From an optimization exercise on the open Yosys and OpenROAD flow, aimed at small area, a short achievable clock period and few clock cycles per item; shortcuts taken in it are not production practice.
At most, simulation tests tie the RTL to the original design; equivalence was not proved.

Design CordicAccelerator, start of the top module:
module CordicAccelerator(
  input         clock,
  input         reset,
  input         cmd_valid,
  output        cmd_ready,
  input  [6:0]  cmd_funct,
  input  [4:0]  cmd_rd,
  input  [63:0] cmd_rs1,
  input  [63:0] cmd_rs2,
  output        resp_valid,
  input         resp_ready,
  output [4:0]  resp_rd,
  output [63:0] resp_data,
  output        busy
);
  function [31:0] addc(input [31:0] a, input [31:0] b, input c);
    reg [31:0] g, p, gg, pp, gn, pn;
    integer k, l;
    begin
      g = a & b;
      p = a ^ b;
      gg = g;
      pp = p;
      gg[0] = g[0] | (p[0] & c);
      pp[0] = 1'b0;
      for (l = 0; l < 5; l = l + 1) begin
        gn = gg;
        pn = pp;
        for (k = 0; k < 32; k = k + 1)
          if (k[l]) begin
            gn[k] = gg[k] | (pp[k] & gg[((k >> l) << l) - 1]);
            pn[k] = pp[k] & pp[((k >> l) << l) - 1];
          end
        gg = gn;
        pp = pn;
      end
      addc = p ^ {gg[30:0], c};
    end
  endfunction
  wire recirc;    
  wire [31:0] res;
  wire [4:0] end_rd;
  wire take;      
  assign cmd_ready = take;
  wire accept = cmd_valid & take;
  wire [31:0] z0 = cmd_rs2[31:0];
  wire z0_fits = (z0[31:17] == {15{z0[31]}});
  wire [17:0] zc0 = z0_fits ? z0[17:0] : {z0[31], {17{~z0[31]}}};
  wire d1 = zc0[17];
  ...
For scale: about 14,000 cells after synthesis, about 2,500 flip-flops, ~220 I/O pins, ~140,000 sq um of cells after synthesis.
export LEC_CHECK = 0
export CAP_MARGIN = 20
export CORE_MARGIN = 2
export CORE_UTILIZATION = 60
export SETUP_SLACK_MARGIN = 2.2
export SLEW_MARGIN = 20
create_clock -name core_clock -period 6.0 [get_ports {clock}]
run.sh (not shown) runs the stock make flow with config.mk's settings and CLKGATE_MAP_FILE= SYNTH_SCRIPT=/design/flow/synth_recipe.tcl, a recipe that flattens the netlist after the stock synthesis.
Testbench counts at the start, summed over its fixed seeds: cycles 1,856, items 1,600.
Then changed:
Settings changed: ABC_AREA from default to 1, CTS_BUF_LIST from default to sky130_fd_sc_hd__clkbuf_4 sky130_fd_sc_hd__clkbuf_8, SETUP_SLACK_MARGIN 2.2 to 2.5.
After rerunning: Design area goes up by 8.8%; worst setup slack gains 190 ps; die area goes up by 11%; utilization goes down by 1.6 points; area after synthesis goes up by 11%; routed wire length goes down by 1.6%; global-route usage goes down by 3.5 points; clock-buffer cell count goes up by 245; maximum frequency goes up by 5.3%.
Then changed:
Settings changed: ABC_AREA 1 to default, CTS_BUF_LIST sky130_fd_sc_hd__clkbuf_4 sky130_fd_sc_hd__clkbuf_8 to default, SETUP_SLACK_MARGIN 2.5 to 2.6.
=>
- The changed run finished clean
- design area came out lower by 4.3%
- die area came out lower by 10%
- flip-flop and latch count does not change
- synthesized cell count drops by 32%
Then changed:
Settings changed: SETUP_SLACK_MARGIN 2.6 to 2.0.
After rerunning:
- The new run went through all stages and came out clean
- area after synthesis is unchanged
- cell area is lower by 5.1%
- utilization is lower by 3.6 points
- fmax is lower by 8.4%
- cell count is lower by 1.7%
- non-clock buffer count is lower by 293

---

Another version of the RTL of CordicAccelerator (not shown whole).
Size in the first run: about 2500 flip-flops, ~220 I/O pins, ~150000 um^2 of cells after synthesis.
clock: 6.0 ns
lec_check: 0
cap_margin: 20
core_margin: 2
core_utilization: 60
setup_slack_margin: 2.0
slew_margin: 20
Next try:
Settings changed: SETUP_SLACK_MARGIN 2.0 to 2.5.
Setup slack gets better by 0.26 ns; synthesized cell count is unchanged; worst hold slack stays flat; count of clock-buffer cells in the layout rises by 2; via count rises by 2.4%; non-clock buffer count rises by 378; routed wire length rises by 2.9%.
No functional check of the RTL was part of any run of this note.

---

Setup of before:
Another version of the RTL of CordicAccelerator (not shown whole).
For scale: ~220 I/O pins.
clock: 6.0 ns
lec_check: 0
cap_margin: 20
core_margin: 2
core_utilization: 60
cts_buf_list: sky130_fd_sc_hd__clkbuf_4 sky130_fd_sc_hd__clkbuf_8
setup_slack_margin: 2.5
slew_margin: 20
What the final checks of before revealed, after a flow that finished every stage, was a layout that fails on setup timing.
For after, these inputs were changed with respect to before:
# before
export LEC_CHECK = 0
export CAP_MARGIN = 20
export CORE_MARGIN = 2
export CORE_UTILIZATION = 60
export CTS_BUF_LIST = sky130_fd_sc_hd__clkbuf_4 sky130_fd_sc_hd__clkbuf_8
export SETUP_SLACK_MARGIN = 2.5
export SLEW_MARGIN = 20
create_clock -name core_clock -period 6.0 [get_ports {clock}]
# after
export LEC_CHECK = 0
export CAP_MARGIN = 20
export CORE_MARGIN = 2
export CORE_UTILIZATION = 60
export CTS_BUF_LIST = sky130_fd_sc_hd__clkbuf_4 sky130_fd_sc_hd__clkbuf_8
export SETUP_SLACK_MARGIN = 2.7
export SLEW_MARGIN = 20
create_clock -name core_clock -period 6.0 [get_ports {clock}]
==> comparison <==
- | after | all stages done | FAIL | setup timing |
- Delta (after minus before): synthesis-to-finish area growth essentially unchanged, hold-critical path depth comparable, area after synthesis now sits at about the same level, final hold slack shows no meaningful change.
No functional check of the RTL was part of any run of this note.

---

Another version of the RTL of CordicAccelerator (not shown whole).
Size in the first run: ~14000 cells after synthesis, ~2500 flip-flops.
Settings: LEC_CHECK=0, CAP_MARGIN=20, CORE_MARGIN=2, CORE_UTILIZATION=50, CTS_BUF_LIST=sky130_fd_sc_hd__clkbuf_8 sky130_fd_sc_hd__clkbuf_16, CTS_CLUSTER_DIAMETER=80, CTS_CLUSTER_SIZE=30, GPL_ROUTABILITY_DRIVEN=0, SETUP_SLACK_MARGIN=2.5, SLEW_MARGIN=20; clock period 6.0 ns.
Testbench counts at the start, summed over its fixed seeds: cycles 1,856, items 1,600.
Change:
--- a/flow/config.mk
+++ b/flow/config.mk
@@ -10 +10 @@
-export CORE_UTILIZATION = 50
+export CORE_UTILIZATION = 60
What happened:
- The changed run finished with timing, DRC and antenna clean
- cell count drops by 3.7%
- setup slack gets better by 0.059 ns
- die area drops by 17%
Change:
--- a/flow/config.mk
+++ b/flow/config.mk
@@ -10 +10 @@
-export CORE_UTILIZATION = 60
+export CORE_UTILIZATION = 65
The changed run ran to the end with no violations.
Sequential share of layout area climbs by 0.19 points.
Count of clock-buffer cells in the layout drops by 7.
Change:
--- a/flow/config.mk
+++ b/flow/config.mk
@@ -10 +10 @@
-export CORE_UTILIZATION = 65
+export CORE_UTILIZATION = 60
@@ -15 +15 @@
-export SETUP_SLACK_MARGIN = 2.5
+export SETUP_SLACK_MARGIN = 2.6
Die area climbs by 8.3%.
Final cell count grows by 1.7%.
Clock-buffer cell count came out higher by 10.
Register-to-register slack is about the same.

---

run 1:
Another version of the RTL of CordicAccelerator (not shown whole).
Size: ~14000 cells after synthesis, roughly 2500 flip-flops, ~220 I/O pins, ~140000 um^2 of cells after synthesis.
export LEC_CHECK = 0
export CAP_MARGIN = 20
export CORE_MARGIN = 2
export CORE_UTILIZATION = 70
export CTS_BUF_LIST = sky130_fd_sc_hd__clkbuf_4 sky130_fd_sc_hd__clkbuf_8
export PLACE_DENSITY = 0.75
export SETUP_SLACK_MARGIN = 2.5
export SLEW_MARGIN = 20
create_clock -name core_clock -period 6.0 [get_ports {clock}]
Testbench counts of run 1, summed over its fixed seeds: cycles 1,856, items 1,600.
### run 1 -> run 2
- putting CTS_CLUSTER_SIZE at 30 where nothing was set
- swapping 70 for 55 in CORE_UTILIZATION
- putting GPL_ROUTABILITY_DRIVEN at 0 where nothing was set
- putting CTS_CLUSTER_DIAMETER at 80 where nothing was set
- clearing PLACE_DENSITY, which used to be 0.75
- swapping sky130_fd_sc_hd__clkbuf_4 sky130_fd_sc_hd__clkbuf_8 for sky130_fd_sc_hd__clkbuf_8 sky130_fd_sc_hd__clkbuf_16 in CTS_BUF_LIST
Notes after the runs:
Run 2 reports its capture point of the critical path as p2_z[11]$_DFF_P_ while run 1 reports p23_x[18]$_DFF_P_.
Going from run 1 to run 2, cell area fell by about 2.1%; worst-case register-to-register setup slack rose by 170 ps.
Run 1 and run 2 all finish clean.
The lower clock slew seen by the registers of the worst setup and hold paths came out of run 1.
The inputs of run 3 differ from those of run 2 as listed below.
- CORE_UTILIZATION changed from 55 to 60
- SETUP_SLACK_MARGIN changed from 2.5 to 2.6
- GPL_ROUTABILITY_DRIVEN removed (was 0)
--- outcome ---
Relative to run 2, data arrival time of the critical path decreased by 30 ps in run 3. Cell area delta for run 3 relative to run 2: about 1.8% higher. Run 3 ends up with lower fraction of area in registers than run 2 does. [compare] base=run 2 new=run 3: fmax saw a decrease; full die area saw a decrease; filler-free cell count of the finished design saw a decrease.
The following lists how run 4 was set up differently from run 3:
- a change of SETUP_SLACK_MARGIN from 2.6 to 2.5
Results
Compared with run 3, run 4 shows routed wire length on met2 higher by about 18%. Re time the worst path needs with I/O delays and setup: run 3 and run 4 aren't equal, and the lower value belongs to run 3. When run 4 is measured against run 3, its maximum frequency turns out 0.68% lower. Number of global-route vias before repair for run 4 is higher than for run 3. Cmp run 3 and run 4 / worst-path maximum fanout / higher: run 3. The run showing the greater met3 track demand over resource in global routing is run 4. Buffering overhead sits lower in run 4 than in run 3. Run 4 finished every step from synthesis to the final layout, and the layout passed the timing, DRC and antenna checks.

---

CordicAccelerator, a different RTL version from the one above (not shown whole).
For scale: ~14000 cells after synthesis.
make LEC_CHECK=0 CAP_MARGIN=20 CORE_MARGIN=2 CORE_UTILIZATION=60 CTS_BUF_LIST='sky130_fd_sc_hd__clkbuf_8 sky130_fd_sc_hd__clkbuf_16' CTS_CLUSTER_DIAMETER=80 CTS_CLUSTER_SIZE=30 GPL_ROUTABILITY_DRIVEN=0 SETUP_SLACK_MARGIN=2.5 SLEW_MARGIN=20 finish   # period 6.0 ns
Next try:
SETUP_SLACK_MARGIN = 2.7   (was 2.5)
=> Maximum frequency is about the same. Worst hold slack degrades by 16 ps. Register-to-register slack degrades by 50 ps. Final cell count increases slightly. Via count increases slightly. Worst setup slack degrades by 6.3 ps.
No run of this note included a check of the RTL's function; only the layout flow was run.

## afterwards: timing with drivers on the ports
Ports are ideal in the flow. The routed layouts listed here were re-timed in OpenROAD.
Step 1 (the two cells are an assumption about what drives the block):
set clk [get_ports {clock}]
set_driving_cell -lib_cell sky130_fd_sc_hd__clkbuf_16 $clk
set_driving_cell -lib_cell sky130_fd_sc_hd__buf_2 [delete_from_list [all_inputs] $clk]
Step 2 times the ports against the registers' clock, not the clock port: input delays grow and output delays shrink by t, the midpoint of the rising clock arrivals with the driver on.
Slacks: no drivers / after step 1 / after step 2; pairs: no drivers / after step 1.
run	shift t [ns]	slack for setup (ns)	hold WS [ns]	worst slew at a driven data input, ns	cell pins on the clock port's net
the first run of note 1	1.006	2.277 / 2.254 / 1.306	0.323 / 0.323 / 0.323	0.10	1
the second run of note 1	1.168	2.464 / 2.365 / 1.623	0.304 / 0.304 / 0.304	0.05	1
the third run of note 1	0.996	2.418 / 2.343 / 1.527	0.274 / 0.274 / 0.274	0.10	1
the fourth run of note 1	1.021	2.090 / 2.090 / 1.165	0.274 / 0.274 / 0.274	0.11	1
the first run of note 2	0.981	1.880 / 1.880 / 1.192	0.303 / 0.303 / 0.303	0.08	1
the second run of note 2	1.018	2.141 / 2.141 / 1.356	0.306 / 0.306 / 0.306	0.11	1
before	1.139	-1.885 / -1.885 / -1.885	0.292 / 0.292 / 0.292	0.11	1
after	1.139	-1.885 / -1.885 / -1.885	0.292 / 0.292 / 0.292	0.11	1
the first run of note 4	0.918	2.510 / 2.510 / 1.806	0.324 / 0.324 / 0.324	0.14	1
the second run of note 4	0.919	2.569 / 2.537 / 1.802	0.316 / 0.316 / 0.316	0.06	1
the third run of note 4	0.922	2.549 / 2.526 / 1.678	0.326 / 0.326 / 0.326	0.13	1
the fourth run of note 4	0.907	2.575 / 2.575 / 1.825	0.329 / 0.329 / 0.329	0.06	1
run 1	1.188	2.218 / 2.218 / 1.470	0.283 / 0.283 / 0.283	0.20	1
run 2	0.895	2.390 / 2.390 / 1.791	0.315 / 0.315 / 0.315	0.06	1
run 3	0.907	2.318 / 2.312 / 1.853	0.314 / 0.314 / 0.314	0.08	1
run 4	0.932	2.292 / 2.292 / 1.786	0.322 / 0.322 / 0.322	0.06	1
the first run of note 6	0.924	2.278 / 2.335 / 1.411	0.330 / 0.330 / 0.330	0.15	1
the second run of note 6	0.940	2.271 / 2.324 / 1.384	0.314 / 0.314 / 0.314	0.17	1
The setup slack of the first run of note 1, which loses most, moves by -0.023 ns with the drivers and by -0.971 ns with both steps.
